This is an optimization exercise on Yosys and OpenROAD, whose aim is small area and few clock cycles, not a production implementation.
In this exercise RTL edits were held to simulation tests only and were not proved equivalent to the original.
No activity file was given, so power comes from the tool's default toggle rates.

==> design.v <==
`timescale 1ns / 1ps
module fifo
   #(
      parameter DATA_WIDTH = 8,
      parameter LOG2_DEPTH = 3 
   )   
   (
      input clk,
      input rst_n,
      input [DATA_WIDTH-1:0]  din,
      input wr_en,
      input rd_en,
      output reg [DATA_WIDTH-1:0] dout,
      output full,
      output empty,
      output reg valid
   );
    parameter MAX_COUNT = 2**LOG2_DEPTH;
    reg   [LOG2_DEPTH-1 : 0]   rd_ptr;
    reg   [LOG2_DEPTH-1 : 0]   wr_ptr;
    reg   [DATA_WIDTH-1 : 0]   mem[MAX_COUNT-1 : 0];    
    reg   [LOG2_DEPTH : 0]     depth_cnt;
    always @(posedge clk) begin
        if(~rst_n) begin
            wr_ptr <= 'h0;
            rd_ptr <= 'h0;
        end  
        else begin
            if(wr_en)
                wr_ptr <= wr_ptr+1;            
            if(rd_en)
                rd_ptr <= rd_ptr+1;
        end  
    end 
    assign empty= (depth_cnt=='h0);
    assign full = (depth_cnt==MAX_COUNT);
    always @(posedge clk) begin
        if (wr_en)
            mem[wr_ptr] <= din;
    end  
    always @(posedge clk) begin
        if (~rst_n) begin
            dout <= 'h0;
            valid <= 1'b0;
        end else begin
            if (rd_en)
                valid <= 1'b1;
            else
                valid <= 1'b0;
            dout <= mem[rd_ptr];            
        end
    end
    always @(posedge clk) begin
        if (~rst_n)
            depth_cnt <= 'h0;
        else begin
            case({rd_en,wr_en})
                2'b10    :  depth_cnt <= depth_cnt-1;
                2'b01    :  depth_cnt <= depth_cnt+1;
            endcase
        end  
    end  
endmodule
`timescale 1ns / 1ps
module bus_bridge
    #(
         parameter DATA_WIDTH = 32,
         parameter ADDR_WIDTH = 32
    )
    (
        input clk,
        input rst_n,
        output rsp_empty_n,    
        output rsp_full_n,
        input req_write,
        input req_din,
        input rsp_read,
        input [ADDR_WIDTH-1:0] address,
        input [31:0] size,
        input [DATA_WIDTH-1:0] dataout,
        output reg [DATA_WIDTH-1:0] datain,
        output writeReq,
        output [DATA_WIDTH-1:0] writeReq_data,
        output [ADDR_WIDTH-1:0] writeReq_addr,
        input writeAck,
        output readReq,
        output [ADDR_WIDTH-1:0] readReq_addr,
        input readAck,
        input [DATA_WIDTH-1:0] readReq_data
    );
    reg [1:0] state;
    parameter free=0, mem_request=1, bus_write=2, bus_read=3;    
    parameter FIFO_WIDTH = DATA_WIDTH + ADDR_WIDTH + 1;
    wire [FIFO_WIDTH-1:0] request_fifo_din;
    wire [FIFO_WIDTH-1:0] request_fifo_dout;
    wire request_fifo_rd_en;
    wire request_fifo_full;
    wire request_fifo_emp;    
    wire request_fifo_valid;
    wire write_request;
    wire read_request;
    wire [ADDR_WIDTH-1:0] req_address;
    wire [DATA_WIDTH-1:0] req_data; 
    wire bus_write_done;
    wire bus_read_done;       
    always @(posedge clk) begin
         if ( ~rst_n ) begin
             state <= free;
         end else begin
             case (state)
                 free: 
                     if ( req_write )                    
                         state <= mem_request;
                 mem_request: 
                     if ( write_request )
                         state <= bus_write;
                     else if ( read_request )
                         state <= bus_read;
                 bus_write: 
                     if ( bus_write_done ) begin
                         if ( ~request_fifo_emp )
                             state <= mem_request;
                         else
                             state <= free;
                     end
                 bus_read: 
                     if ( bus_read_done ) begin
                         if ( ~request_fifo_emp )
                             state <= mem_request;
                         else
                             state <= free;
                     end                
                 default : state <= free;  
             endcase        
         end
     end  
    assign request_fifo_rd_en = ( state == mem_request && request_fifo_valid == 1'b0 ) ? 1'b1 : 1'b0;
    assign request_fifo_din = {req_din, dataout, address};    
    fifo #(
        .DATA_WIDTH( FIFO_WIDTH ),
        .LOG2_DEPTH( 3 )
    )
    fifo_U(
        .clk( clk ),
        .rst_n( rst_n ),        
        .din ( request_fifo_din ),
        .wr_en ( req_write ),
        .rd_en ( request_fifo_rd_en ),
        .dout ( request_fifo_dout ),
        .full ( request_fifo_full ),
        .empty ( request_fifo_emp ),
        .valid ( request_fifo_valid )               
    );    
    assign write_request = request_fifo_dout[DATA_WIDTH+ADDR_WIDTH] & request_fifo_valid;
    assign read_request = ~request_fifo_dout[DATA_WIDTH+ADDR_WIDTH] & request_fifo_valid;    
    assign req_address = request_fifo_dout[ADDR_WIDTH-1:0];
    assign req_data = request_fifo_dout[DATA_WIDTH+ADDR_WIDTH-1:ADDR_WIDTH];
    assign bus_write_done = ( state == bus_write && writeAck == 1'b1 ) ? 1'b1 : 1'b0;
    assign bus_read_done = ( state == bus_read && readAck == 1'b1 ) ? 1'b1 : 1'b0;
    always @(posedge clk) begin
        if ( bus_read_done )
            datain <= readReq_data;
    end  
    assign rsp_empty_n = (state == free ) ? 1'b1 : 1'b0;
    assign rsp_full_n = (state == free) ? 1'b1 : 1'b0;
    assign writeReq =  write_request;
    assign writeReq_addr = req_address;
    assign writeReq_data = req_data;
    assign readReq = read_request;
    assign readReq_addr = req_address;
endmodule
`timescale 1ns / 1ps
module bus_bridge_512 (
    input clk,
    input rst_n,
    output rsp_empty_n,
    output rsp_full_n,
    input req_write,
    input req_din,
    input rsp_read,
    input [31:0] address,
    input [31:0] size,
    input [511:0] dataout,
    output [511:0] datain,
    output writeReq,
    output [511:0] writeReq_data,
    output [31:0] writeReq_addr,
    input writeAck,
    output readReq,
    output [31:0] readReq_addr,
    input readAck,
    input [511:0] readReq_data
);
    bus_bridge #(
         .DATA_WIDTH ( 512 ),
         .ADDR_WIDTH ( 32 )
    )
    bus_bridge_U (
        .clk (clk),
        .rst_n (rst_n),
        .rsp_empty_n (rsp_empty_n),
        .rsp_full_n (rsp_full_n),
        .req_write (req_write),
        .req_din (req_din),
        .rsp_read (rsp_read),
        .address (address),
        .size (size),
        .dataout (dataout),
        .datain (datain),
        .writeReq (writeReq),
        .writeReq_data (writeReq_data),
        .writeReq_addr (writeReq_addr),
        .writeAck (writeAck),
        .readReq (readReq),
        .readReq_addr (readReq_addr),
        .readAck (readAck),
        .readReq_data (readReq_data)
    );
endmodule
==> run.sh <==
#!/bin/bash
# synth_recipe.tcl (not shown) runs the flow's synth.tcl, then flattens the netlist and writes it again
# the make line also repeats each setting of config.mk as NAME=value (left out here)
make -C /OpenROAD-flow-scripts/flow DESIGN_CONFIG=/design/flow/config.mk WORK_HOME=/design/flow/orfs CLKGATE_MAP_FILE= SYNTH_SCRIPT=/design/flow/synth_recipe.tcl finish
==> config.mk <==
export PLATFORM = sky130hd
export DESIGN_NAME = bus_bridge_512
export DESIGN_NICKNAME = bus_bridge_512
export VERILOG_FILES = /design/flow/design.v
export SDC_FILE = /design/flow/constraint.sdc
export NUM_CORES = 4
export LEC_CHECK = 0
export CAP_MARGIN = 20
export CORE_AREA = 10 10 790 790
export DIE_AREA = 0 0 800 800
export SLEW_MARGIN = 20
export SYNTH_MEMORY_MAX_BITS = 8192
==> constraint.sdc <==
create_clock -name core_clock -period 5.0 [get_ports {clk}]
set_input_delay 1.0000 -clock core_clock [delete_from_list [all_inputs] [get_ports {clk}]]
set_output_delay 1.0000 -clock core_clock [all_outputs]
set_load 0.01 [all_outputs]
==> results of run 1 <==
==> worst min path at each step <==
stage                                                  startpoint                                             to  slack, ps  cells after the start
floorplan           bus_bridge_U.fifo_U.depth_cnt[3]$_SDFFE_PN0P_  bus_bridge_U.fifo_U.depth_cnt[3]$_SDFFE_PN0P_        440                      2
global placement    bus_bridge_U.fifo_U.depth_cnt[3]$_SDFFE_PN0P_  bus_bridge_U.fifo_U.depth_cnt[3]$_SDFFE_PN0P_        480                      2
detailed placement  bus_bridge_U.fifo_U.depth_cnt[3]$_SDFFE_PN0P_  bus_bridge_U.fifo_U.depth_cnt[3]$_SDFFE_PN0P_        470                      2
CTS                                             readReq_data[325]             bus_bridge_U.datain[325]$_DFFE_PP_        310                      1
global route                                                rst_n       bus_bridge_U.fifo_U.dout[523]$_SDFF_PN0_        340                      2
finish                                            readReq_data[3]               bus_bridge_U.datain[3]$_DFFE_PP_        430                      1
==> cell usage after synthesis (2+ instances only) <==
| master | number |
|---|---|
| nand2b_1 | 4 |
| mux4_2 | 1090 |
| and2_1 | 8 |
| xor2_1 | 2 |
| mux2i_1 | 550 |
| xnor2_1 | 4 |
| dfxtp_1 | 558 |
| inv_1 | 5 |
| buf_4 | 677 |
| a21oi_1 | 2 |
| nor2_1 | 8 |
| buf_2 | 120 |
| o21ai_0 | 3 |
| nor2b_1 | 554 |
| clkbuf_1 | 98 |
| ha_1 | 9 |
| nor3_1 | 2 |
| edfxtp_1 | 4872 |
| nand2_1 | 7 |
| buf_1 | 49 |
==> registers in the layout (all words and copies together), names as in the netlist <==
register,cells
bus_bridge_U.datain,512
bus_bridge_U.fifo_U.depth_cnt,4
bus_bridge_U.fifo_U.dout,545
bus_bridge_U.fifo_U.mem,4360
bus_bridge_U.fifo_U.rd_ptr,3
bus_bridge_U.fifo_U.valid,1
bus_bridge_U.fifo_U.wr_ptr,3
bus_bridge_U.state,2
==> kinds of logic after synthesis <==
logic type / count (synthesis)
xor gates and xnor gates: 6
buffers and inverters: 949
DFF: 5430
muxes: 1640
and+or+nand+nor: 587
adders and majority gates: 10
AOI/OAI and AO/OA: 7
==> metal layers <==
layer  track usage  vias to the layer above  wire [um]
li1              -                    38800          -
met4         0.120                      110      42000
met2         0.356                     4118     353000
met1         0.228                    50300     238000
met3        0.0467                     1597      46000
met5             0                        -        756
==> power by group through the flow <==
| stage | Combinational, W | Sequential [W] | Clock [W] |
|---|---|---|---|
| 6_report | 0.0157 | 0.0534 | 0.0428 |
| 5_1_grt | 0.0167 | 0.0535 | 0.0454 |
| 4_1_cts | 0.0160 | 0.0535 | 0.0436 |
| 3_5_place_dp | 0.0160 | 0.0544 | 0 |
| 3_3_place_gp | 0.0160 | 0.0544 | 0 |
| 2_1_floorplan | 0.0104 | 0.0535 | 0 |
==> per-stage QoR <==
| stage | total power [W] | util | cell area, um^2 |
|---|---|---|---|
| 2_1_floorplan | 0.0639 | - | 198000 |
| 3_3_place_gp | 0.0704 | 0.373 | 226000 |
| 3_5_place_dp | 0.0704 | 0.373 | 226000 |
| 4_1_cts | 0.113 | 0.405 | 246000 |
| 5_1_grt | 0.116 | 0.406 | 246000 |
| 6_report | 0.112 | 0.406 | 246000 |
==> final cells by class <==
class                   instances  share of cell area
diodes                        262             0.00266
clock buffers                 818              0.0651
clock inverters               250              0.0126
inverters                       5           0.0000762
multi-input cells            2250               0.138
flip-flops and latches       5430               0.639
well taps                    8064              0.0410
repair buffers               2396               0.101
==> results.yml, run 1 <==
layout:
  fillers: 53200
  nNetsFinal: 11800
  syn_to_final_growth_pct: 24.6
  fin_cells: 19500
  multi_input_area_um2: 34000
  final-seq-area_um2: 157000
  final_cell_mix: "edfxtp_1 (4872), clkdlybuf4s50_1 (2148), mux4_2 (1090), clkbuf_16 (583), dfxtp_1 (555)"
  drive_above_1_share: 0.195
  final_common_cell: "edfxtp_1"
sta:
  period_needed_ps: 3660
  setup_viol: 0
  fin_tns_setup_ps: 0
  rsz0062_at_grt: "no"
  relSlewSlack: 0.119
  setup_ws_ps: 1340
  hold_violations: 0
  period_share: 0.732
  skew_ps: 78.2
  hold_slack_ps: 433
  worst_pin_slew_ps: 1320
  fmax_ghz: 0.273
  drv_slew: 0
synth:
  synth.avg_cell_area_um2: 22.9
  async_reset_ff_frac: 0
  synth_top_family_by_area: "multiplexers"
  synth_top_area_share: 0.740
  synth_area_leaders: "edfxtp_1 (74%), mux4_2 (12%), dfxtp_1 (5.7%)"
  synth_compound_area_frac: 0.000196
  ys_types: 27
  synth-edff-count: 4872
  synthCells: 8629
  synth-xor-area-share: 0.000266
  yosysWarnings: 2
  yosysSeqAreaShare: 0.797
  synth_top_flop_cell: "edfxtp_1"
  ys_ff_latch: 5430
  synth_fp_nets: 9734
  synth-simple-area-share: 0.0184
  yosysTopAreaCell: "edfxtp_1"
  synth_fa_ha_area_frac: 0.000671
  netlist_area_um2: 198000
  synth_mux_area_frac: 0.152
critical_path:
  crit_chain: "clkdlybuf4s50_1"
  crit_fanout: 1
  rr_endpoint: "bus_bridge_U.fifo_U.dout[130]$_SDFF_PN0_"
  reg2reg_slack_ps: 1790
  arrival_ps: 2660
  slowest_delay_ps: 880
  r2r_cells: 4
  critPathKind: "register to output port"
  cp-start-kind: "register"
  critical_path_buf_inv_count: 1
  startpoint: "bus_bridge_U.fifo_U.dout[117]$_SDFF_PN0_"
  setup.worst_path.end_class: "output port"
  cp_num_cells: 1
  critical-path-top-delay-family: "flip-flops"
  r2r-start: "bus_bridge_U.fifo_U.rd_ptr[0]$_SDFFE_PN0P_"
  critPathCapture: "writeReq_data[85]"
  slowest_stage: "dfxtp_1"
  cp.required_ps: 4000
min_path:
  min_path_type: "input pin to register"
cts:
  h-tree-depth: 6
  post_cts_resize_count: 0
  cts.sinks: 5430
  cts_tree: "yes"
  cts_made_buffers: 579
  insertion_delay_ps: 1100
  cts.clk_slew.worst_paths_ps: 60
  cts_root_buffer: "clkbuf_16"
  cts_max_path_buffers: 4
  hold_buffers: 0
  postCtsSetupBuffers: 0
floorplanning:
  start_util: 0.326
  core_area_um2: 607000
  die_w_um: 800
  io_pins: 2187
  fp.dieH_um: 800
  num_rows: 286
  dieArea_um2: 640000
power:
  comb_power_share: 0.141
  leakage_nw: 76.1
  seqPwrFrac: 0.477
  p_sw_frac: 0.249
  power_density_nw_per_um2: 455
  intPower_w: 0.0840
  power.switching_w: 0.0279
  power.share.clock: 0.382
  peakVddDrop_mv: 0.365
placement:
  post-dp-hpwl_mm: 488
  gp_congestion: 0.987
  io_buffers: 2153
  dp_slack_ps: 930
  post-place-cells: 18100
global_routing:
  grt-ovfl-total: 0
  grt.total_usage: 0.204
  grt_pass1_wl_mm: 887
  antenna_found_initial: 531
  grt_pass1_vias: 94700
  grt_max_degree: 115
routing:
  first_pass_iters: 6
  wire_per_inst_um: 34.9
  first_iter_violations: 9774
  via_count: 95000
  drc: 0
  routed_via_density: 4.88
  wl_mm: 680
  drtAntennaViolNets: 0
outcome:
  outcome: "finished clean"
job:
  maxCapViolations: 0
Testbench counts, summed over its fixed seeds: cycles 24,469.
==> run 2: changes to the inputs <==
==> design.v (replaced) <==
`timescale 1ns / 1ps
`timescale 1ns / 1ps
module bus_bridge
    #(
         parameter DATA_WIDTH = 32,
         parameter ADDR_WIDTH = 32
    )
    (
        input clk,
        input rst_n,
        output rsp_empty_n,
        output rsp_full_n,
        input req_write,
        input req_din,
        input rsp_read,
        input [ADDR_WIDTH-1:0] address,
        input [31:0] size,
        input [DATA_WIDTH-1:0] dataout,
        output reg [DATA_WIDTH-1:0] datain,
        output writeReq,
        output [DATA_WIDTH-1:0] writeReq_data,
        output [ADDR_WIDTH-1:0] writeReq_addr,
        input writeAck,
        output readReq,
        output [ADDR_WIDTH-1:0] readReq_addr,
        input readAck,
        input [DATA_WIDTH-1:0] readReq_data
    );
    reg busy;
    always @(posedge clk) begin
        if ( ~rst_n )
            busy <= 1'b0;
        else if ( req_write )
            busy <= 1'b1;
        else if ( writeAck | readAck )
            busy <= 1'b0;
    end
    always @(posedge clk) begin
        if ( readAck )
            datain <= readReq_data;
    end
    assign rsp_full_n  = ~busy;
    assign rsp_empty_n = ~busy;
    assign writeReq      = req_write & req_din;
    assign readReq       = req_write & ~req_din;
    assign writeReq_addr = address;
    assign readReq_addr  = address;
    assign writeReq_data = dataout;
endmodule
`timescale 1ns / 1ps
module bus_bridge_512 (
    input clk,
    input rst_n,
    output rsp_empty_n,
    output rsp_full_n,
    input req_write,
    input req_din,
    input rsp_read,
    input [31:0] address,
    input [31:0] size,
    input [511:0] dataout,
    output [511:0] datain,
    output writeReq,
    output [511:0] writeReq_data,
    output [31:0] writeReq_addr,
    input writeAck,
    output readReq,
    output [31:0] readReq_addr,
    input readAck,
    input [511:0] readReq_data
);
    bus_bridge #(
         .DATA_WIDTH ( 512 ),
         .ADDR_WIDTH ( 32 )
    )
    bus_bridge_U (
        .clk (clk),
        .rst_n (rst_n),
        .rsp_empty_n (rsp_empty_n),
        .rsp_full_n (rsp_full_n),
        .req_write (req_write),
        .req_din (req_din),
        .rsp_read (rsp_read),
        .address (address),
        .size (size),
        .dataout (dataout),
        .datain (datain),
        .writeReq (writeReq),
        .writeReq_data (writeReq_data),
        .writeReq_addr (writeReq_addr),
        .writeAck (writeAck),
        .readReq (readReq),
        .readReq_addr (readReq_addr),
        .readAck (readAck),
        .readReq_data (readReq_data)
    );
endmodule
==> flow/run.sh (new file) <==
#!/bin/bash
# Standard layout, unchanged (baseline for a custom flow).
bash standard.sh > standard.log 2>&1
==> standard.sh (new file) <==
#!/bin/bash
# synth_recipe.tcl (not shown) runs the flow's synth.tcl, then flattens the netlist and writes it again
# the make line also repeats each setting of config.mk as NAME=value (left out here)
make -C /OpenROAD-flow-scripts/flow DESIGN_CONFIG=/design/flow/config.mk WORK_HOME=/design/flow/orfs CLKGATE_MAP_FILE= SYNTH_SCRIPT=/design/flow/synth_recipe.tcl "${@:-finish}"
--- a/config.mk
+++ b/config.mk
@@ -7,6 +7,6 @@
 export LEC_CHECK = 0
 export CAP_MARGIN = 20
-export CORE_AREA = 10 10 790 790
-export DIE_AREA = 0 0 800 800
+export CORE_AREA = 5 5 395 395
+export DIE_AREA = 0 0 400 400
 export SLEW_MARGIN = 20
 export SYNTH_MEMORY_MAX_BITS = 8192
removed: run.sh
==> results.yml, run 2 <==
outcome:
  outcome: "did not finish"
  failed_stage: "I/O pin placement"
  error: "[ERROR PPL-0024] Number of IO pins (2187) exceeds maximum number of available positions (1446). Increase the die perimeter from 1600.00um to 2974.32um."
synth:
  ys_types: 8
  synth_top_area_share: 0.778
  synth_area_leaders: "edfxtp_1 (78%), buf_4 (22%), dfxtp_1 (0.10%)"
  yosysSeqAreaShare: 0.779
  synth-edff-count: 512
  yosysTopAreaCell: "edfxtp_1"
  yosysWarnings: 1
  synthCells: 1096
  synth.most_common_cell: "buf_4"
  async_reset_ff_frac: 0
  synth_fp_nets: 2191
  synth.avg_cell_area_um2: 18.0
  ys_ff_latch: 513
  netlist_top_cells_count: "buf_4 (577), edfxtp_1 (512), nand2_1 (2)"
  synth_top_flop_cell: "edfxtp_1"
  netlist_area_um2: 19800
floorplanning:
  die_w_um: 400
  fp.dieH_um: 400
  num_rows: 143
  start_util: 0.130
[run 2: cell types whose count changed after synthesis, sizes merged, moves of 9 or more]
cell	before	now
dfxtp	558	1
mux2i	550	0
mux4	1090	0
ha	9	0
buf	846	577
edfxtp	4872	512
clkbuf	98	0
nor2b	554	1
[run 2: cells by family after synthesis]
kind of cell	synth area share
buffers and inverters	0.219
DFF	0.779
and+or+nand+nor	0.00101
AOI/OAI and AO/OA	0.000633
Testbench counts of run 2, summed over its fixed seeds: cycles 17,662.
==> run 3: changes to the inputs <==
==> run.sh (new file) <==
#!/bin/bash
# synth_recipe.tcl (not shown) runs the flow's synth.tcl, then flattens the netlist and writes it again
# the make line also repeats each setting of config.mk as NAME=value (left out here)
make -C /OpenROAD-flow-scripts/flow DESIGN_CONFIG=/design/flow/config.mk WORK_HOME=/design/flow/orfs CLKGATE_MAP_FILE= SYNTH_SCRIPT=/design/flow/synth_recipe.tcl finish
removed: flow/run.sh
removed: standard.sh
==> results.yml, run 3 <==
outcome:
  outcome: "did not finish"
  failed_stage: "I/O pin placement"
  error: "[ERROR PPL-0024] Number of IO pins (2187) exceeds maximum number of available positions (1446). Increase the die perimeter from 1600.00um to 2974.32um."
floorplanning:
  die_w_um: 400
  fp.dieH_um: 400
  num_rows: 143
  start_util: 0.130
synth:
  yosysTopAreaCell: "edfxtp_1"
  synth_top_area_share: 0.778
  synth-edff-count: 512
  yosysSeqAreaShare: 0.779
  synth_fp_nets: 2191
  synth_top_flop_cell: "edfxtp_1"
  ys_ff_latch: 513
  yosysWarnings: 1
  synthCells: 1096
  synth.avg_cell_area_um2: 18.0
  ys_types: 8
  netlist_area_um2: 19800
  async_reset_ff_frac: 0
  synth.most_common_cell: "buf_4"
  synth_area_leaders: "edfxtp_1 (78%), buf_4 (22%), dfxtp_1 (0.10%)"
  netlist_top_cells_count: "buf_4 (577), edfxtp_1 (512), nand2_1 (2)"
-- run 3: kinds of logic after synthesis --
kind of cell | Yosys count | share of synthesized area
flops | 513 | 0.779
buf+inv | 578 | 0.219
simple gates | 4 | 0.00101
compound gates | 1 | 0.000633
==> run 4: changes to the inputs <==
--- a/config.mk
+++ b/config.mk
@@ -7,6 +7,7 @@
 export LEC_CHECK = 0
 export CAP_MARGIN = 20
-export CORE_AREA = 5 5 395 395
-export DIE_AREA = 0 0 400 400
+export CORE_AREA = 2 2 1498 60
+export CTS_BUF_LIST = sky130_fd_sc_hd__clkbuf_2 sky130_fd_sc_hd__clkbuf_4 sky130_fd_sc_hd__clkbuf_8
+export DIE_AREA = 0 0 1500 62
 export SLEW_MARGIN = 20
 export SYNTH_MEMORY_MAX_BITS = 8192
==> results.yml, run 4 <==
synth:
  synth_top_flop_cell: "edfxtp_1"
  netlist_area_um2: 19800
  yosysTopAreaCell: "edfxtp_1"
  synth.most_common_cell: "buf_4"
  async_reset_ff_frac: 0
  synth_top_area_share: 0.778
  synthCells: 1096
  synth_area_leaders: "edfxtp_1 (78%), buf_4 (22%), dfxtp_1 (0.10%)"
  synth_fp_nets: 2191
  synth.avg_cell_area_um2: 18.0
  yosysSeqAreaShare: 0.779
  ys_ff_latch: 513
  synth-edff-count: 512
  netlist_top_cells_count: "buf_4 (577), edfxtp_1 (512), nand2_1 (2)"
  ys_types: 8
  yosysWarnings: 1
cts:
  cts_max_path_buffers: 3
  cts_root_buffer: "clkbuf_8"
  h-tree-depth: 2
  cts_made_buffers: 48
  hold_buffers: 0
  cts.sinks: 513
  post_cts_resize_count: 0
  postCtsSetupBuffers: 0
global_routing:
  grt.total_usage: 0.347
  grt_pass1_vias: 13900
  grt-ovfl-total: 2004
  grt_pass1_wl_mm: 196
  grt_max_degree: 118
floorplanning:
  num_rows: 21
  die_w_mm: 1.50
  io_pins: 2187
  start_util: 0.231
  fp.dieH_um: 62
placement:
  io_buffers: 1033
  post-dp-hpwl_mm: 134
  gp_congestion: 1.71
  place_area_um2: 27500
outcome:
  outcome: "did not finish"
  error: "[ERROR GRT-0116] Global routing finished with congestion. Check the congestion regions in the DRC Viewer."
  failed_stage: "global routing"
## run 4: cell counts after synthesis
Identical to the previous run, type by type.
## run 4: routing by layer
metal	overflow	track usage
met1	4	0.292
met2	0	0.332
met3	1865	0.578
met4	0	0.0490
met5	135	0.427
## run 4: cells by family after synthesis
logic type / Yosys count / synth area share
compound gates: 1 / 0.000633
buf+inv: 578 / 0.219
flops: 513 / 0.779
simple gates: 4 / 0.00101
## run 4: through the flow
| stage | cells | worst slack, ps | utilization | total power [W] |
|---|---|---|---|---|
| after CTS | 2887 | 1740 | 0.332 | 0.00953 |
| after global placement | 2806 | 1740 | 0.322 | 0.00688 |
| after detailed placement | 2806 | 1740 | 0.322 | 0.00689 |
| after floorplan | 1096 | 2800 | - | 0.00596 |
## run 4: how the worst max path moves through the flow
stage | from | to | depth (start not counted)
4_1_cts | req_din | writeReq | 3
3_5_place_dp | req_din | writeReq | 3
3_3_place_gp | req_din | writeReq | 3
2_1_floorplan | req_write | readReq | 1
## run 4: power groups by stage
stage	registers, W	clock network (W)	logic (W)
3_5_place_dp	0.00531	0	0.00158
3_3_place_gp	0.00529	0	0.00159
2_1_floorplan	0.00548	0	0.000478
4_1_cts	0.00521	0.00273	0.00159
==> run 5: changes to the inputs <==
==> config.mk (replaced) <==
export PLATFORM = sky130hd
export DESIGN_NAME = bus_bridge_512
export DESIGN_NICKNAME = bus_bridge_512
export VERILOG_FILES = /design/flow/design.v
export SDC_FILE = /design/flow/constraint.sdc
export NUM_CORES = 4
export LEC_CHECK = 0
export CAP_MARGIN = 20
export CORE_AREA = 10 10 790 790
export DIE_AREA = 0 0 800 800
export SLEW_MARGIN = 20
export SYNTH_MEMORY_MAX_BITS = 8192
==> results.yml, run 5 <==
outcome:
  outcome: "finished clean"
layout:
  finish.instance_area_um2: 38800
  top_regs: "bus_bridge_U.datain x512, bus_bridge_U.busy x1"
  drive_above_1_share: 0.0778
  fillers: 70500
  nNetsFinal: 2739
  largest_reg_flops: 512
  final_cell_mix: "clkdlybuf4s50_1 (1032), edfxtp_1 (512), clkbuf_16 (80), bufinv_16 (11), clkinv_2 (9)"
  syn_to_final_growth_pct: 96.3
  multi_input_area_um2: 32.5
  final-seq-area_um2: 15400
  regMostFlops: "bus_bridge_U.datain"
  final_common_cell: "clkdlybuf4s50_1"
synth:
  yosysWarnings: 1
  yosysTopAreaCell: "edfxtp_1"
  synth_area_leaders: "edfxtp_1 (78%), buf_4 (22%), dfxtp_1 (0.10%)"
  yosysSeqAreaShare: 0.779
  synth_top_area_share: 0.778
  synth-edff-count: 512
  netlist_area_um2: 19800
  ys_types: 8
  async_reset_ff_frac: 0
  netlist_top_cells_count: "buf_4 (577), edfxtp_1 (512), nand2_1 (2)"
  ys_ff_latch: 513
  synth_fp_nets: 2191
  synth_top_flop_cell: "edfxtp_1"
  synthCells: 1096
  synth.avg_cell_area_um2: 18.0
  synth.most_common_cell: "buf_4"
routing:
  drc: 0
  first_iter_violations: 1545
  drtAntennaViolNets: 0
  wl_mm: 460
  routed_via_density: 1.51
  first_pass_iters: 5
  wire_per_inst_um: 46.8
  via_count: 14800
cts:
  hold_buffers: 0
  cts_root_buffer: "clkbuf_16"
  post_cts_resize_count: 0
  postCtsSetupBuffers: 0
  cts.sinks: 513
  cts_tree: "yes"
  cts.clk_slew.worst_paths_ps: 60
  cts_max_path_buffers: 4
  cts_made_buffers: 78
  h-tree-depth: 3
  insertion_delay_ps: 760
critical_path:
  r2r-start: "bus_bridge_U.busy$_SDFFE_PN0P_"
  worst_path_most_repeated_cell: "clkdlybuf4s50_1"
  crit_chain: "clkdlybuf4s50_1, nor2b_1, buf_4, clkdlybuf4s50_1"
  r2r_cells: 2
  reg2reg_slack_ps: 4350
  startpoint: "req_write"
  slowest_delay_ps: 590
  cp.required_ps: 4000
  critPathKind: "input pin to output port"
  setup.worst_path.end_class: "output port"
  arrival_ps: 2910
  cp-start-kind: "input pin"
  critPathCapture: "readReq"
  slowest_stage: "clkdlybuf4s50_1"
  crit_fanout: 3
  rr_endpoint: "bus_bridge_U.busy$_SDFFE_PN0P_"
sta:
  hold_violations: 0
  skew_ps: 0
  drv_slew: 0
  relSlewSlack: 0.345
  setup_viol: 0
  rsz0062_at_grt: "no"
  fmax_ghz: 0.255
  period_share: 0.783
  fin_tns_setup_ps: 0
  period_needed_ps: 3910
  worst_pin_slew_ps: 982
floorplanning:
  num_rows: 286
  io_pins: 2187
  dieArea_um2: 640000
  fp.dieH_um: 800
  core_area_um2: 607000
  start_util: 0.0326
  die_w_um: 800
power:
  power_density_nw_per_um2: 333
  leakage_nw: 10.4
  peakVddDrop_mv: 0.268
placement:
  post-dp-hpwl_mm: 437
  io_buffers: 1033
  place_area_um2: 36000
  gp_congestion: 0.936
min_path:
  min_path_type: "register to register"
global_routing:
  grt.total_usage: 0.137
  grt_pass1_wl_mm: 489
  grt-ovfl-total: 0
  antenna_found_initial: 352
  grt_pass1_vias: 13400
  grt_max_degree: 98
job:
  maxCapViolations: 0
-- run 5: cell counts after synthesis --
Identical to the previous run, type by type.
-- run 5: per-stage QoR --
step | std cells | total power (W) | hold WS [ps] | worst slack [ps] | utilization
3_5_place_dp | 9628 | 0.00711 | 470 | 972 | 0.0594
4_1_cts | 9760 | 0.0132 | 482 | 971 | 0.0636
6_report | 9836 | 0.0129 | 482 | 1090 | 0.0639
2_1_floorplan | 1096 | 0.00596 | 446 | 2800 | -
3_3_place_gp | 9628 | 0.00710 | 473 | 941 | 0.0594
5_1_grt | 9814 | 0.0135 | 520 | 992 | 0.0639
-- run 5: per-layer routing --
metal / wire [um] / up-vias / GRT usage / share of wire
met4: 17400 / 68 / 0.0374 / 0.038
met2: 203000 / 3106 / 0.215 / 0.44
li1: - / 4489 / - / -
met3: 154000 / 862 / 0.216 / 0.33
met5: 1270 / - / 0.0133 / 0.0028
met1: 85000 / 6322 / 0.0733 / 0.18
-- run 5: critical path, delay by kind of cell --
family / cells / cell delay, ps
buffers and inverters: 3 / 1380
AND/OR/NAND/NOR: 1 / 530
-- run 5: kinds of logic after synthesis --
| family | share of synthesized area |
|---|---|
| DFF | 0.779 |
| buffers and inverters | 0.219 |
| and+or+nand+nor | 0.00101 |
| AOI/OAI and AO/OA | 0.000633 |
-- run 5: final cells by class --
cell class | instances | share of cell area
Timing Repair Buffer | 1045 | 0.270
Clock buffer | 87 | 0.0523
Sequential cell | 513 | 0.397
Multi-Input combinational cell | 5 | 0.000839
Tap cell | 8064 | 0.260
Antenna cell | 76 | 0.00490
Inverter | 1 | 0.0000968
Clock inverter | 45 | 0.0145
-- run 5: power by group --
| group | switching, W | internal, W | total, W |
|---|---|---|---|
| sequential | 0.000114 | 0.00512 | 0.00523 |
| combinational | 0.000911 | 0.000886 | 0.00180 |
| clock | 0.00241 | 0.00349 | 0.00590 |
-- run 5: worst min path at each step --
stage,from,end,cells past startpoint
final,bus_bridge_U.busy$_SDFFE_PN0P_,bus_bridge_U.busy$_SDFFE_PN0P_,2
after CTS,bus_bridge_U.busy$_SDFFE_PN0P_,bus_bridge_U.busy$_SDFFE_PN0P_,2
after floorplan,bus_bridge_U.busy$_SDFFE_PN0P_,bus_bridge_U.busy$_SDFFE_PN0P_,2
after detailed placement,bus_bridge_U.busy$_SDFFE_PN0P_,bus_bridge_U.busy$_SDFFE_PN0P_,2
after global routing,bus_bridge_U.busy$_SDFFE_PN0P_,bus_bridge_U.busy$_SDFFE_PN0P_,2
after global placement,bus_bridge_U.busy$_SDFFE_PN0P_,bus_bridge_U.busy$_SDFFE_PN0P_,2
==> run 6: changes to the inputs <==
==> flow/run.sh (new file) <==
#!/bin/bash
# Standard ORFS layout with two changes after the (unchanged) standard
# synthesis: ports are buffered with the smallest buffer, and CTS inserts no
# dummy loads and uses small clock buffers.
set -uo pipefail
bash standard.sh synth > synth.log 2>&1 || exit 1
export BUFFER_PORTS_ARGS="-buffer_cell sky130_fd_sc_hd__buf_1"
export CTS_ARGS="-sink_clustering_enable -repair_clock_nets -dont_use_dummy_load -buf_list {sky130_fd_sc_hd__clkbuf_2 sky130_fd_sc_hd__clkbuf_4 sky130_fd_sc_hd__clkbuf_8}"
bash standard.sh finish > layout.log 2>&1 || exit 1
==> standard.sh (new file) <==
#!/bin/bash
# synth_recipe.tcl (not shown) runs the flow's synth.tcl, then flattens the netlist and writes it again
# the make line also repeats each setting of config.mk as NAME=value (left out here)
make -C /OpenROAD-flow-scripts/flow DESIGN_CONFIG=/design/flow/config.mk WORK_HOME=/design/flow/orfs CLKGATE_MAP_FILE= SYNTH_SCRIPT=/design/flow/synth_recipe.tcl "${@:-finish}"
--- a/config.mk
+++ b/config.mk
@@ -8,4 +8,5 @@
 export CAP_MARGIN = 20
 export CORE_AREA = 10 10 790 790
+export CTS_BUF_LIST = sky130_fd_sc_hd__clkbuf_2 sky130_fd_sc_hd__clkbuf_4 sky130_fd_sc_hd__clkbuf_8
 export DIE_AREA = 0 0 800 800
 export SLEW_MARGIN = 20
removed: run.sh
==> results.yml, run 6 <==
layout:
  largest_reg_flops: 512
  final_cell_mix: "buf_1 (1030), edfxtp_1 (512), clkbuf_8 (111), dlygate4sd3_1 (82), buf_4 (12)"
  syn_to_final_growth_pct: 62.6
  fillers: 71400
  final_util: 0.0530
  multi_input_area_um2: 32.5
  drive_above_1_share: 0.0749
  finish.instance_area_um2: 32100
  fin_cells: 9899
  nNetsFinal: 2859
  regMostFlops: "bus_bridge_U.datain"
  top_regs: "bus_bridge_U.datain x512, bus_bridge_U.busy x1"
  final_common_cell: "buf_1"
  final-seq-area_um2: 15400
sta:
  period_share: 0.641
  rsz0062_at_grt: "no"
  setup_ws_ps: 1800
  fmax_ghz: 0.312
  worst_pin_slew_ps: 1130
  period_needed_ps: 3200
  setup_viol: 0
  relSlewSlack: 0.248
  drv_slew: 0
  hold_violations: 0
  skew_ps: 0
  fin_tns_setup_ps: 0
cts:
  cts_tree: "yes"
  insertion_delay_ps: 900
  cts_max_path_buffers: 4
  cts.clk_slew.worst_paths_ps: 50
  cts.sinks: 513
  postCtsSetupBuffers: 0
  cts_root_buffer: "clkbuf_8"
  h-tree-depth: 3
  cts_made_buffers: 111
routing:
  drtAntennaViolNets: 0
  via_count: 15400
  routed_via_density: 1.55
  drc: 0
  wl_mm: 461
  first_pass_iters: 6
  first_iter_violations: 1535
  wire_per_inst_um: 46.6
synth:
  synth_top_flop_cell: "edfxtp_1"
  netlist_top_cells_count: "buf_4 (577), edfxtp_1 (512), nand2_1 (2)"
  synth_fp_nets: 2191
  synth_area_leaders: "edfxtp_1 (78%), buf_4 (22%), dfxtp_1 (0.10%)"
  synth.most_common_cell: "buf_4"
  yosysTopAreaCell: "edfxtp_1"
  synth-edff-count: 512
  netlist_area_um2: 19800
  async_reset_ff_frac: 0
  synthCells: 1096
  yosysWarnings: 1
  ys_types: 8
  synth_top_area_share: 0.778
  yosysSeqAreaShare: 0.779
  synth.avg_cell_area_um2: 18.0
  ys_ff_latch: 513
power:
  power_density_nw_per_um2: 328
  leakage_nw: 7.51
  seqPwrFrac: 0.498
  power.share.clock: 0.375
  intPower_w: 0.00731
  comb_power_share: 0.127
  peakVddDrop_mv: 0.209
  p_sw_frac: 0.306
  power.switching_w: 0.00323
critical_path:
  setup.worst_path.end_class: "output port"
  worst_path_most_repeated_cell: "buf_1"
  cp.required_ps: 4000
  slowest_delay_ps: 550
  slowest_stage: "nor2b_1"
  r2r_cells: 2
  crit_fanout: 3
  crit_chain: "buf_1, nor2b_1, buf_1"
  critPathKind: "input pin to output port"
  cp-start-kind: "input pin"
  arrival_ps: 2200
floorplanning:
  dieArea_um2: 640000
  num_rows: 286
  die_w_um: 800
  fp.dieH_um: 800
  core_area_um2: 607000
  start_util: 0.0326
  io_pins: 2187
min_path:
  whs_path_depth: 1
  min_path_type: "input pin to register"
global_routing:
  grt.total_usage: 0.137
  grt_max_degree: 120
  grt-ovfl-total: 0
  antenna_found_initial: 371
  grt_pass1_vias: 14000
  grt_pass1_wl_mm: 490
placement:
  gp_congestion: 0.983
  place_area_um2: 29600
  post-dp-hpwl_mm: 438
  io_buffers: 1033
  post-place-cells: 9633
  dp_slack_ps: 1590
outcome:
  outcome: "finished clean"
job:
  maxCapViolations: 0
[run 6: worst paths after layout]
path	start	endpoint	slack [ps]
setup / recovery	req_write	readReq	1800
hold / removal	readReq_data[362]	bus_bridge_U.datain[362]$_DFFE_PP_	180
setup reg to reg	bus_bridge_U.busy$_SDFFE_PN0P_	bus_bridge_U.busy$_SDFFE_PN0P_	4360
hold reg to reg	bus_bridge_U.busy$_SDFFE_PN0P_	bus_bridge_U.busy$_SDFFE_PN0P_	480
[run 6: routing by layer]
metal	track usage	vias up	routed length [um]
li1	-	4651	-
met1	0.0678	6566	78100
met2	0.214	3158	203000
met3	0.226	906	161000
met4	0.0420	82	18000
met5	0.0106	-	1320
[run 6: layout make-up]
cell class / count / area share
flip-flops and latches: 513 / 0.479
well taps: 8064 / 0.314
repair buffers: 1132 / 0.152
clock buffers: 111 / 0.0476
diodes: 73 / 0.00569
multi-input cells: 5 / 0.00101
inverters: 1 / 0.000117
[run 6: power groups by stage]
stage                     registers (W)  logic (W)  clock network, W
after detailed placement        0.00532    0.00129                 0
after CTS                       0.00524    0.00139           0.00425
after global placement          0.00531    0.00128                 0
final                           0.00525    0.00134           0.00395
after global routing            0.00527    0.00146           0.00437
after floorplan                 0.00548   0.000478                 0
[run 6: worst max-delay path: cells and delay by family]
family	cells	cell delay, ps
buffers and inverters	2	640
and+or+nand+nor	1	550
[run 6: cell families (layout without fill, tap and decap cells)]
group                  after synthesis  after routing  share of synthesized area
buffers and inverters              578           1244                      0.219
other                                0             73                          0
AOI/OAI and AO/OA                    1              1                   0.000633
and+or+nand+nor                      4              4                    0.00101
DFF                                513            513                      0.779
[run 6: stage by stage]
step                hold slack, ps  power (W)
floorplan                      446    0.00596
global placement               478    0.00659
detailed placement             478    0.00661
CTS                          0.260     0.0109
global route                  40.2     0.0111
finish                         182     0.0105
[run 6: what timing repair did]
| item | 4_1_cts | 5_1_grt |
|---|---|---|
| hold buffers | 82 | 0 |
| hold endpoints to repair | 82 | 0 |
| resized for setup | 0 | 0 |
==> run 7: changes to the inputs <==
--- a/config.mk
+++ b/config.mk
@@ -7,7 +7,7 @@
 export LEC_CHECK = 0
 export CAP_MARGIN = 20
-export CORE_AREA = 10 10 790 790
+export CORE_AREA = 2 2 1148 398
 export CTS_BUF_LIST = sky130_fd_sc_hd__clkbuf_2 sky130_fd_sc_hd__clkbuf_4 sky130_fd_sc_hd__clkbuf_8
-export DIE_AREA = 0 0 800 800
+export DIE_AREA = 0 0 1150 400
 export SLEW_MARGIN = 20
 export SYNTH_MEMORY_MAX_BITS = 8192
==> results.yml, run 7 <==
outcome:
  outcome: "finished clean"
critical_path:
  critical-path-top-delay-family: "flip-flops"
  cp-start-kind: "register"
  critical_path_buf_inv_count: 1
  slowest_delay_ps: 910
  cp.required_ps: 4000
  crit_chain: "buf_1"
  setup.worst_path.end_class: "output port"
  slowest_stage: "edfxtp_1"
  arrival_ps: 1980
  critPathKind: "register to output port"
  crit_fanout: 1
synth:
  synth_compound_area_frac: 0.000633
  synth.avg_cell_area_um2: 18.0
  synth_fa_ha_area_frac: 0
  synth_top_area_share: 0.778
  ys_ff_latch: 513
  yosysWarnings: 1
  netlist_area_um2: 19800
  synth_top_family_by_area: "buffers and inverters"
  synth_fp_nets: 2191
  yosysSeqAreaShare: 0.779
  synthCells: 1096
  synth_top_flop_cell: "edfxtp_1"
  synth-simple-area-share: 0.00101
  ys_types: 8
  yosysTopAreaCell: "edfxtp_1"
  async_reset_ff_frac: 0
  netlist_top_cells_count: "buf_4 (577), edfxtp_1 (512), nand2_1 (2)"
  synth_area_leaders: "edfxtp_1 (78%), buf_4 (22%), dfxtp_1 (0.10%)"
  synth-xor-area-share: 0
  synth_mux_area_frac: 0
  synth-edff-count: 512
  synth.most_common_cell: "buf_4"
job:
  maxCapViolations: 0
placement:
  dp_slack_ps: 2150
  gp_congestion: 1.08
  post-dp-hpwl_mm: 362
  io_buffers: 1033
  place_area_um2: 27000
global_routing:
  globalRouteMet3Util: 0.217
  grt_pass1_vias: 13000
  grt.total_usage: 0.175
  grt-busiest-layer: "met3"
  use_met1: 0.203
  grt_pass1_wl_mm: 449
  antenna_found_initial: 263
  grt-ovfl-total: 0
  globalRouteMet2Util: 0.173
  grt_max_degree: 92
routing:
  first_iter_violations: 4335
  drc: 0
  wl_mm: 426
  routed_via_density: 2.43
  drtAntennaViolNets: 0
  via_count: 18800
  wire_per_inst_um: 55.1
  first_pass_iters: 7
floorplanning:
  die_w_mm: 1.15
  dieArea_um2: 460000
  fp.dieH_um: 400
  start_util: 0.0437
  num_rows: 145
  core_area_um2: 452000
  io_pins: 2187
cts:
  post_cts_resize_count: 0
  insertion_delay_ps: 860
  cts.sinks: 513
  cts_max_path_buffers: 3
  cts_root_buffer: "clkbuf_8"
  h-tree-depth: 3
  hold_buffers: 0
  postCtsSetupBuffers: 0
  cts_made_buffers: 96
  cts.clk_slew.worst_paths_ps: 70
  cts_tree: "yes"
sta:
  worst_pin_slew_ps: 1200
  fmax_ghz: 0.336
  fin_tns_setup_ps: 0
  setup_ws_ps: 2020
  period_needed_ps: 2980
  drv_slew: 0
  period_share: 0.596
  setup_viol: 0
  rsz0062_at_grt: "no"
  hold_violations: 0
  skew_ps: 0
  relSlewSlack: 0.198
layout:
  syn_to_final_growth_pct: 44.0
  final_common_cell: "buf_1"
  drive_above_1_share: 0.0686
  final_cell_mix: "buf_1 (1031), edfxtp_1 (512), clkbuf_8 (96), buf_4 (10), buf_12 (5)"
  finish.instance_area_um2: 28500
  nNetsFinal: 2760
  largest_reg_flops: 512
  top_regs: "bus_bridge_U.datain x512, bus_bridge_U.busy x1"
  final_util: 0.0630
  regMostFlops: "bus_bridge_U.datain"
power:
  finalPower_w: 0.0107
  leakage_nw: 7.05
  peakVddDrop_mv: 0.175
  power_density_nw_per_um2: 376
min_path:
  min_path_type: "input pin to register"
==> run 7: cell counts after synthesis <==
No cell type changed its count.
==> run 7: layout make-up <==
class,count,area (um^2)
Tap cell,6027,7540
Clock buffer,96,1320
Multi-Input combinational cell,5,32.5
Antenna cell,42,105
Fill cell,52900,423000
Timing Repair Buffer,1048,4060
Inverter,1,3.75
Sequential cell,513,15400
==> run 7: layer usage <==
metal	vias to the layer above	wire, um
li1	4428	-
met1	9150	168000
met2	4208	128000
met3	841	109000
met4	158	8730
met5	-	12800
==> run 7: stage by stage <==
stage	hold slack, ps	instances
after detailed placement	462	7594
final	265	7732
after floorplan	446	1096
after global placement	458	7594
after CTS	158	7690
after global routing	203	7707
==> run 7: power breakdown <==
part           leakage [nW]  internal, W  switching [W]
Clock                 0.690      0.00167        0.00216
Sequential             5.02      0.00512       0.000306
Combinational          1.34     0.000225        0.00121
==> run 7: kinds of logic after synthesis <==
group / after synthesis
buf+inv: 578
flops: 513
simple gates: 4
compound gates: 1
==> run 7: worst paths after layout <==
kind	startpoint	endpoint	slack (ps)	cells after the start
worst min register to register	bus_bridge_U.busy$_SDFFE_PN0P_	bus_bridge_U.busy$_SDFFE_PN0P_	470	2
worst min-delay path	readReq_data[173]	bus_bridge_U.datain[173]$_DFFE_PP_	270	1
worst max register to register	bus_bridge_U.busy$_SDFFE_PN0P_	bus_bridge_U.busy$_SDFFE_PN0P_	4370	2
worst max-delay path	bus_bridge_U.datain[158]$_DFFE_PP_	datain[158]	2020	1
==> run 8: changes to the inputs <==
==> flow/run.sh (replaced) <==
#!/bin/bash
# Standard ORFS layout with these changes after the (unchanged) standard
# synthesis: read-data pins go on the left edge and write-data pins on the
# right edge of a tall, narrow die; ports are buffered with the smallest
# buffer; CTS inserts no dummy loads and uses small clock buffers.
set -uo pipefail
bash standard.sh synth > synth.log 2>&1 || exit 1
export PRE_IO_PLACEMENT_TCL="$PWD/flow/pins.tcl"
export BUFFER_PORTS_ARGS="-buffer_cell sky130_fd_sc_hd__buf_1"
export CTS_ARGS="-sink_clustering_enable -repair_clock_nets -dont_use_dummy_load -buf_list {sky130_fd_sc_hd__clkbuf_2 sky130_fd_sc_hd__clkbuf_4 sky130_fd_sc_hd__clkbuf_8}"
bash standard.sh finish > layout.log 2>&1 || exit 1
==> flow/pins.tcl (new file) <==
# Read-data pins (in and out) on the left edge, write-data pass-through pins
# on the right edge; place_pins orders them within each edge.
set left_pins {}
set right_pins {}
for {set i 0} {$i < 512} {incr i} {
  lappend left_pins "readReq_data\[$i\]" "datain\[$i\]"
  lappend right_pins "dataout\[$i\]" "writeReq_data\[$i\]"
}
set_io_pin_constraint -pin_names $left_pins -region left:*
set_io_pin_constraint -pin_names $right_pins -region right:*
--- a/config.mk
+++ b/config.mk
@@ -7,7 +7,7 @@
 export LEC_CHECK = 0
 export CAP_MARGIN = 20
-export CORE_AREA = 2 2 1148 398
+export CORE_AREA = 2 2 78 1458
 export CTS_BUF_LIST = sky130_fd_sc_hd__clkbuf_2 sky130_fd_sc_hd__clkbuf_4 sky130_fd_sc_hd__clkbuf_8
-export DIE_AREA = 0 0 1150 400
+export DIE_AREA = 0 0 80 1460
 export SLEW_MARGIN = 20
 export SYNTH_MEMORY_MAX_BITS = 8192
==> results.yml, run 8 <==
synth:
  synth_top_area_share: 0.778
  synthCells: 1096
  synth-simple-area-share: 0.00101
  yosysTopAreaCell: "edfxtp_1"
  synth_compound_area_frac: 0.000633
  async_reset_ff_frac: 0
  synth_top_flop_cell: "edfxtp_1"
  netlist_top_cells_count: "buf_4 (577), edfxtp_1 (512), nand2_1 (2)"
  synth_mux_area_frac: 0
  synth_fa_ha_area_frac: 0
  ys_types: 8
  synth-edff-count: 512
  synth.avg_cell_area_um2: 18.0
  synth-xor-area-share: 0
  synth_fp_nets: 2191
  netlist_area_um2: 19800
  ys_ff_latch: 513
  synth.most_common_cell: "buf_4"
  synth_top_family_by_area: "buffers and inverters"
  yosysSeqAreaShare: 0.779
  synth_area_leaders: "edfxtp_1 (78%), buf_4 (22%), dfxtp_1 (0.10%)"
  yosysWarnings: 1
placement:
  post-dp-hpwl_mm: 540
  gp_congestion: 1.70
  place_area_um2: 21200
  dp_slack_ps: 2250
  io_buffers: 1033
global_routing:
  grt-ovfl-total: 53700
  grt_pass1_wl_mm: 922
  grt.total_usage: 1.24
  grt_pass1_vias: 42400
  grt_max_degree: 100
outcome:
  failed_stage: "global routing"
  outcome: "did not finish"
  error: "[ERROR GRT-0116] Global routing finished with congestion. Check the congestion regions in the DRC Viewer."
cts:
  hold_buffers: 0
  h-tree-depth: 2
  cts.sinks: 513
  postCtsSetupBuffers: 0
  post_cts_resize_count: 0
  cts_made_buffers: 50
  cts_root_buffer: "clkbuf_8"
  cts_max_path_buffers: 4
floorplanning:
  start_util: 0.180
  die_w_um: 80
  io_pins: 2187
  fp.dieH_mm: 1.46
  num_rows: 535
run 8: cell counts after synthesis:
No cell type changed its count.
run 8: per-stage QoR:
step	std cells	power, W
4_1_cts	2965	0.0103
2_1_floorplan	1096	0.00596
3_3_place_gp	2915	0.00709
3_5_place_dp	2915	0.00707
run 8: power by group through the flow:
stage	registers [W]	clock network [W]	logic, W
2_1_floorplan	0.00548	0	0.000478
3_3_place_gp	0.00571	0	0.00138
3_5_place_dp	0.00571	0	0.00136
4_1_cts	0.00562	0.00329	0.00136
run 8: kinds of logic after synthesis:
logic type	Yosys count
flops	513
simple gates	4
buf+inv	578
compound gates	1
run 8: worst min-delay path by stage:
| stage | slack, ps | start | end | cells past startpoint |
|---|---|---|---|---|
| 4_1_cts | 9 | readReq_data[459] | bus_bridge_U.datain[459]$_DFFE_PP_ | 1 |
| 3_3_place_gp | 460 | bus_bridge_U.busy$_SDFFE_PN0P_ | bus_bridge_U.busy$_SDFFE_PN0P_ | 2 |
| 3_5_place_dp | 470 | bus_bridge_U.busy$_SDFFE_PN0P_ | bus_bridge_U.busy$_SDFFE_PN0P_ | 2 |
| 2_1_floorplan | 450 | bus_bridge_U.busy$_SDFFE_PN0P_ | bus_bridge_U.busy$_SDFFE_PN0P_ | 2 |
run 8: per-layer routing:
layer	global-route usage	GRT overflow
met5	0.421	98
met4	4.06	39200
met3	0.859	2792
met2	0.977	11600
met1	0.432	4
==> run 9: changes to the inputs <==
--- a/flow/pins.tcl
+++ b/flow/pins.tcl
@@ -9,2 +9,10 @@
 set_io_pin_constraint -pin_names $left_pins -region left:*
 set_io_pin_constraint -pin_names $right_pins -region right:*
+# Pins joined only by a pass-through wire have no cell to pull them together,
+# so keep each such set next to each other.
+for {set i 0} {$i < 512} {incr i} {
+  set_io_pin_constraint -group -order -pin_names [list "dataout\[$i\]" "writeReq_data\[$i\]"]
+}
+for {set i 0} {$i < 32} {incr i} {
+  set_io_pin_constraint -group -order -pin_names [list "writeReq_addr\[$i\]" "address\[$i\]" "readReq_addr\[$i\]"]
+}
==> results.yml, run 9 <==
outcome:
  outcome: "did not finish"
  failed_stage: "global routing"
  error: "[ERROR GRT-0116] Global routing finished with congestion. Check the congestion regions in the DRC Viewer."
synth:
  ys_ff_latch: 513
  synth_fp_nets: 2191
  yosysWarnings: 1
  synth-edff-count: 512
  async_reset_ff_frac: 0
  netlist_area_um2: 19800
  synth_top_area_share: 0.778
  synth.most_common_cell: "buf_4"
  synthCells: 1096
  synth_top_flop_cell: "edfxtp_1"
  yosysSeqAreaShare: 0.779
  synth.avg_cell_area_um2: 18.0
  netlist_top_cells_count: "buf_4 (577), edfxtp_1 (512), nand2_1 (2)"
  ys_types: 8
  synth_area_leaders: "edfxtp_1 (78%), buf_4 (22%), dfxtp_1 (0.10%)"
  yosysTopAreaCell: "edfxtp_1"
floorplanning:
  fp.dieH_mm: 1.46
  io_pins: 2187
  start_util: 0.180
  num_rows: 535
  die_w_um: 80
cts:
  h-tree-depth: 2
  cts_root_buffer: "clkbuf_8"
  postCtsSetupBuffers: 0
  post_cts_resize_count: 0
  cts_max_path_buffers: 3
  cts.sinks: 513
  cts_made_buffers: 50
  hold_buffers: 0
global_routing:
  grt.total_usage: 0.597
  grt_pass1_vias: 27900
  grt_max_degree: 106
  grt-ovfl-total: 2018
  grt_pass1_wl_mm: 462
placement:
  dp_slack_ps: 2130
  post-dp-hpwl_mm: 234
  gp_congestion: 1.61
  io_buffers: 1033
-- run 9: cell counts after synthesis --
Identical to the previous run, type by type.
-- run 9: through the flow --
| stage | hold WS (ps) | instance area, um^2 | cells | util |
|---|---|---|---|---|
| 2_1_floorplan | 446 | 19800 | 1096 | - |
| 3_3_place_gp | 463 | 21200 | 2916 | 0.193 |
| 3_5_place_dp | 459 | 21200 | 2916 | 0.193 |
| 4_1_cts | 114 | 21900 | 2966 | 0.200 |
-- run 9: worst max path at each step --
stage                                                   from                                 end
after detailed placement                             readAck  bus_bridge_U.datain[436]$_DFFE_PP_
after CTS                 bus_bridge_U.datain[461]$_DFFE_PP_                         datain[461]
after floorplan                                    req_write                             readReq
after global placement                               readAck  bus_bridge_U.datain[432]$_DFFE_PP_
-- run 9: cell families after synthesis --
kind of cell,after synthesis,synth area share
compound gates,1,0.000633
buf+inv,578,0.219
flops,513,0.779
simple gates,4,0.00101
-- run 9: power by group through the flow --
stage	combinational, W	clock, W	sequential, W
2_1_floorplan	0.000478	0	0.00548
3_3_place_gp	0.00142	0	0.00570
3_5_place_dp	0.00138	0	0.00570
4_1_cts	0.00139	0.00321	0.00561
-- run 9: metal layers --
metal  track usage  GRT overflow
met1         0.408             0
met2         0.876          1629
met3         0.429             0
met4         0.724           389
met5        0.0758             0
==> run 10: changes to the inputs <==
--- a/flow/pins.tcl
+++ b/flow/pins.tcl
@@ -1,4 +1,4 @@
-# Read-data pins (in and out) on the left edge, write-data pass-through pins
-# on the right edge; place_pins orders them within each edge.
+# Read-data pins (in and out) on the left edge of a tall, narrow die; the
+# write-data pass-through pins go wherever place_pins puts them.
 set left_pins {}
 set right_pins {}
@@ -8,5 +8,5 @@
 }
 set_io_pin_constraint -pin_names $left_pins -region left:*
-set_io_pin_constraint -pin_names $right_pins -region right:*
+
 # Pins joined only by a pass-through wire have no cell to pull them together,
 # so keep each such set next to each other.
--- a/config.mk
+++ b/config.mk
@@ -7,7 +7,7 @@
 export LEC_CHECK = 0
 export CAP_MARGIN = 20
-export CORE_AREA = 2 2 78 1458
+export CORE_AREA = 2 2 78 1698
 export CTS_BUF_LIST = sky130_fd_sc_hd__clkbuf_2 sky130_fd_sc_hd__clkbuf_4 sky130_fd_sc_hd__clkbuf_8
-export DIE_AREA = 0 0 80 1460
+export DIE_AREA = 0 0 80 1700
 export SLEW_MARGIN = 20
 export SYNTH_MEMORY_MAX_BITS = 8192
==> results.yml, run 10 <==
outcome:
  failed_stage: "I/O pin placement"
  error: "[ERROR PPL-0086] Pin group of size 2 was not assigned."
  outcome: "did not finish"
synth:
  synth_area_leaders: "edfxtp_1 (78%), buf_4 (22%), dfxtp_1 (0.10%)"
  async_reset_ff_frac: 0
  yosysTopAreaCell: "edfxtp_1"
  ys_types: 8
  synth.most_common_cell: "buf_4"
  ys_ff_latch: 513
  synth_top_area_share: 0.778
  synthCells: 1096
  netlist_area_um2: 19800
  synth_top_flop_cell: "edfxtp_1"
  synth_fp_nets: 2191
  synth-edff-count: 512
  yosysSeqAreaShare: 0.779
  yosysWarnings: 1
  netlist_top_cells_count: "buf_4 (577), edfxtp_1 (512), nand2_1 (2)"
  synth.avg_cell_area_um2: 18.0
floorplanning:
  num_rows: 623
  fp.dieH_mm: 1.70
  die_w_um: 80
  start_util: 0.155
## run 10: cell families after synthesis
group / after synthesis / share of synthesized area
compound gates: 1 / 0.000633
flops: 513 / 0.779
simple gates: 4 / 0.00101
buf+inv: 578 / 0.219
==> run 11: changes to the inputs <==
==> flow/run.sh (replaced) <==
#!/bin/bash
# Standard ORFS layout with these changes after the (unchanged) standard
# synthesis: pins placed by flow/pins.tcl on a tall, narrow die; ports are
# buffered with the smallest buffer; CTS inserts no dummy loads and uses
# small clock buffers.
set -uo pipefail
bash standard.sh synth > synth.log 2>&1 || exit 1
export PRE_IO_PLACEMENT_TCL="$PWD/flow/pins.tcl"
export BUFFER_PORTS_ARGS="-buffer_cell sky130_fd_sc_hd__buf_1"
export CTS_ARGS="-sink_clustering_enable -repair_clock_nets -dont_use_dummy_load -root_buf sky130_fd_sc_hd__clkbuf_16 -buf_list {sky130_fd_sc_hd__clkbuf_8}"
bash standard.sh finish > layout.log 2>&1 || exit 1
==> flow/pins.tcl (replaced) <==
# Pin placement for a tall, narrow die (sourced just before place_pins).
# Left edge: readReq_data[i] and datain[i] next to each other, so each
# datain register sits between its two pins. Right edge: the pass-through
# pins dataout[i]/writeReq_data[i] and address[i]/writeReq_addr[i]/
# readReq_addr[i] next to each other (place_pins has no cell to pull such
# pins together), with clk and readAck in the middle of the right edge so
# the clock tree and the readAck fan-out start at the centre of the
# registers. Pins are 0.8 x 0.3 um met3 shapes on every second met3 track,
# as place_pins makes them; place_pins places the remaining pins.
set block [ord::get_db_block]
set die [$block getDieArea]
set dbu [$block getDefUnits]
set W [expr {double([$die xMax]) / $dbu}]
set pitch 0.68
set off 0.34
set first 4
proc put_pin {name x y} {
  place_pin -pin_name $name -layer met3 -location [list $x $y] -pin_size {0.8 0.3}
}
set k $first
for {set i 0} {$i < 512} {incr i} {
  put_pin "readReq_data\[$i\]" 0.4 [expr {$off + $pitch * $k}]
  incr k 2
  put_pin "datain\[$i\]" 0.4 [expr {$off + $pitch * $k}]
  incr k 2
}
set right {}
for {set i 0} {$i < 512} {incr i} {
  lappend right "dataout\[$i\]" "writeReq_data\[$i\]"
}
for {set i 0} {$i < 32} {incr i} {
  lappend right "writeReq_addr\[$i\]" "address\[$i\]" "readReq_addr\[$i\]"
}
# the middle of the left-edge data pins
set mid [expr {$first + 1024}]
set k $first
set n 0
foreach p $right {
  if {$n == 512} {
    # skip the middle slots, leaving room for clk and readAck
    put_pin clk [expr {$W - 0.4}] [expr {$off + $pitch * ($mid - 4)}]
    put_pin readAck [expr {$W - 0.4}] [expr {$off + $pitch * ($mid + 4)}]
    set k [expr {$mid + 8}]
  }
  put_pin $p [expr {$W - 0.4}] [expr {$off + $pitch * $k}]
  incr k 2
  incr n
}
--- a/config.mk
+++ b/config.mk
@@ -7,7 +7,7 @@
 export LEC_CHECK = 0
 export CAP_MARGIN = 20
-export CORE_AREA = 2 2 78 1698
+export CORE_AREA = 2 2 78 1538
 export CTS_BUF_LIST = sky130_fd_sc_hd__clkbuf_2 sky130_fd_sc_hd__clkbuf_4 sky130_fd_sc_hd__clkbuf_8
-export DIE_AREA = 0 0 80 1700
+export DIE_AREA = 0 0 80 1540
 export SLEW_MARGIN = 20
 export SYNTH_MEMORY_MAX_BITS = 8192
==> results.yml, run 11 <==
outcome:
  outcome: "did not finish"
  failed_stage: "global routing"
  error: "[ERROR GRT-0080] Invalid pin placement."
floorplanning:
  die_w_um: 80
  start_util: 0.171
  io_pins: 41
  num_rows: 564
  fp.dieH_mm: 1.54
cts:
  post_cts_resize_count: 0
  hold_buffers: 0
  h-tree-depth: 2
  cts_max_path_buffers: 4
  postCtsSetupBuffers: 0
  cts.sinks: 513
  cts_root_buffer: "clkbuf_16"
  cts_made_buffers: 40
synth:
  synth_fp_nets: 2191
  synth_area_leaders: "edfxtp_1 (78%), buf_4 (22%), dfxtp_1 (0.10%)"
  synth.most_common_cell: "buf_4"
  ys_types: 8
  synth_top_area_share: 0.778
  ys_ff_latch: 513
  yosysTopAreaCell: "edfxtp_1"
  synth-edff-count: 512
  netlist_top_cells_count: "buf_4 (577), edfxtp_1 (512), nand2_1 (2)"
  netlist_area_um2: 19800
  yosysSeqAreaShare: 0.779
  synthCells: 1096
  async_reset_ff_frac: 0
  yosysWarnings: 1
  synth.avg_cell_area_um2: 18.0
  synth_top_flop_cell: "edfxtp_1"
placement:
  io_buffers: 1033
  gp_congestion: 0.592
  post-dp-hpwl_mm: 23.4
run 11: cell counts after synthesis:
No cell type changed its count.
run 11: through the flow:
stage	area (um^2)	power (W)	instances	setup WS [ps]
2_1_floorplan	19800	0.00596	1096	2800
3_5_place_dp	21400	0.00597	3002	2240
4_1_cts	22000	0.00875	3042	2230
3_3_place_gp	21400	0.00596	3002	2240
run 11: cells by family after synthesis:
| logic type | count (synthesis) | synth area share |
|---|---|---|
| buf+inv | 578 | 0.219 |
| simple gates | 4 | 0.00101 |
| compound gates | 1 | 0.000633 |
| flops | 513 | 0.779 |
run 11: worst min path at each step:
| stage | start | to | slack, ps | cells after the start |
|---|---|---|---|---|
| after detailed placement | bus_bridge_U.busy$_SDFFE_PN0P_ | bus_bridge_U.busy$_SDFFE_PN0P_ | 470 | 2 |
| after global placement | bus_bridge_U.busy$_SDFFE_PN0P_ | bus_bridge_U.busy$_SDFFE_PN0P_ | 460 | 2 |
| after CTS | readReq_data[252] | bus_bridge_U.datain[252]$_DFFE_PP_ | 210 | 1 |
| after floorplan | bus_bridge_U.busy$_SDFFE_PN0P_ | bus_bridge_U.busy$_SDFFE_PN0P_ | 450 | 2 |
run 11: power by group through the flow:
stage | clock [W] | sequential (W) | combinational (W)
after floorplan | 0 | 0.00548 | 0.000478
after detailed placement | 0 | 0.00528 | 0.000689
after global placement | 0 | 0.00527 | 0.000691
after CTS | 0.00287 | 0.00519 | 0.000689

[separate check: timing with driven ports]
How much do the figures lean on ideal ports? The routed layouts below were timed once more, with nothing changed but the port constraints. Step 1, drivers: a clkbuf_16 drives clk and a buf_2 each remaining input, both assumed. Step 2 adds t to the input delays and takes it off the output delays; t is the mean of the earliest and latest rising clock arrival at the registers after step 1. Input paths then give back, and output paths get back, about the clock's delay inside the block. a / b / c = ideal / step 1 / step 2; a / b = the first two.
run	shift t [ns]	setup slack, ns	worst data-port slew with drivers (ns)
run 1	1.204	1.338 / 1.198 / 0.982	0.71
run 5	0.879	1.086 / 1.055 / 1.055	0.87
run 6	1.043	1.797 / 1.764 / 1.764	0.73
run 7	0.913	2.021 / 1.958 / 2.098	0.89
After both steps setup and hold are still met in every run listed. The setup slack of run 1, which loses most, moves by -0.140 ns with the drivers and by -0.356 ns with both steps.
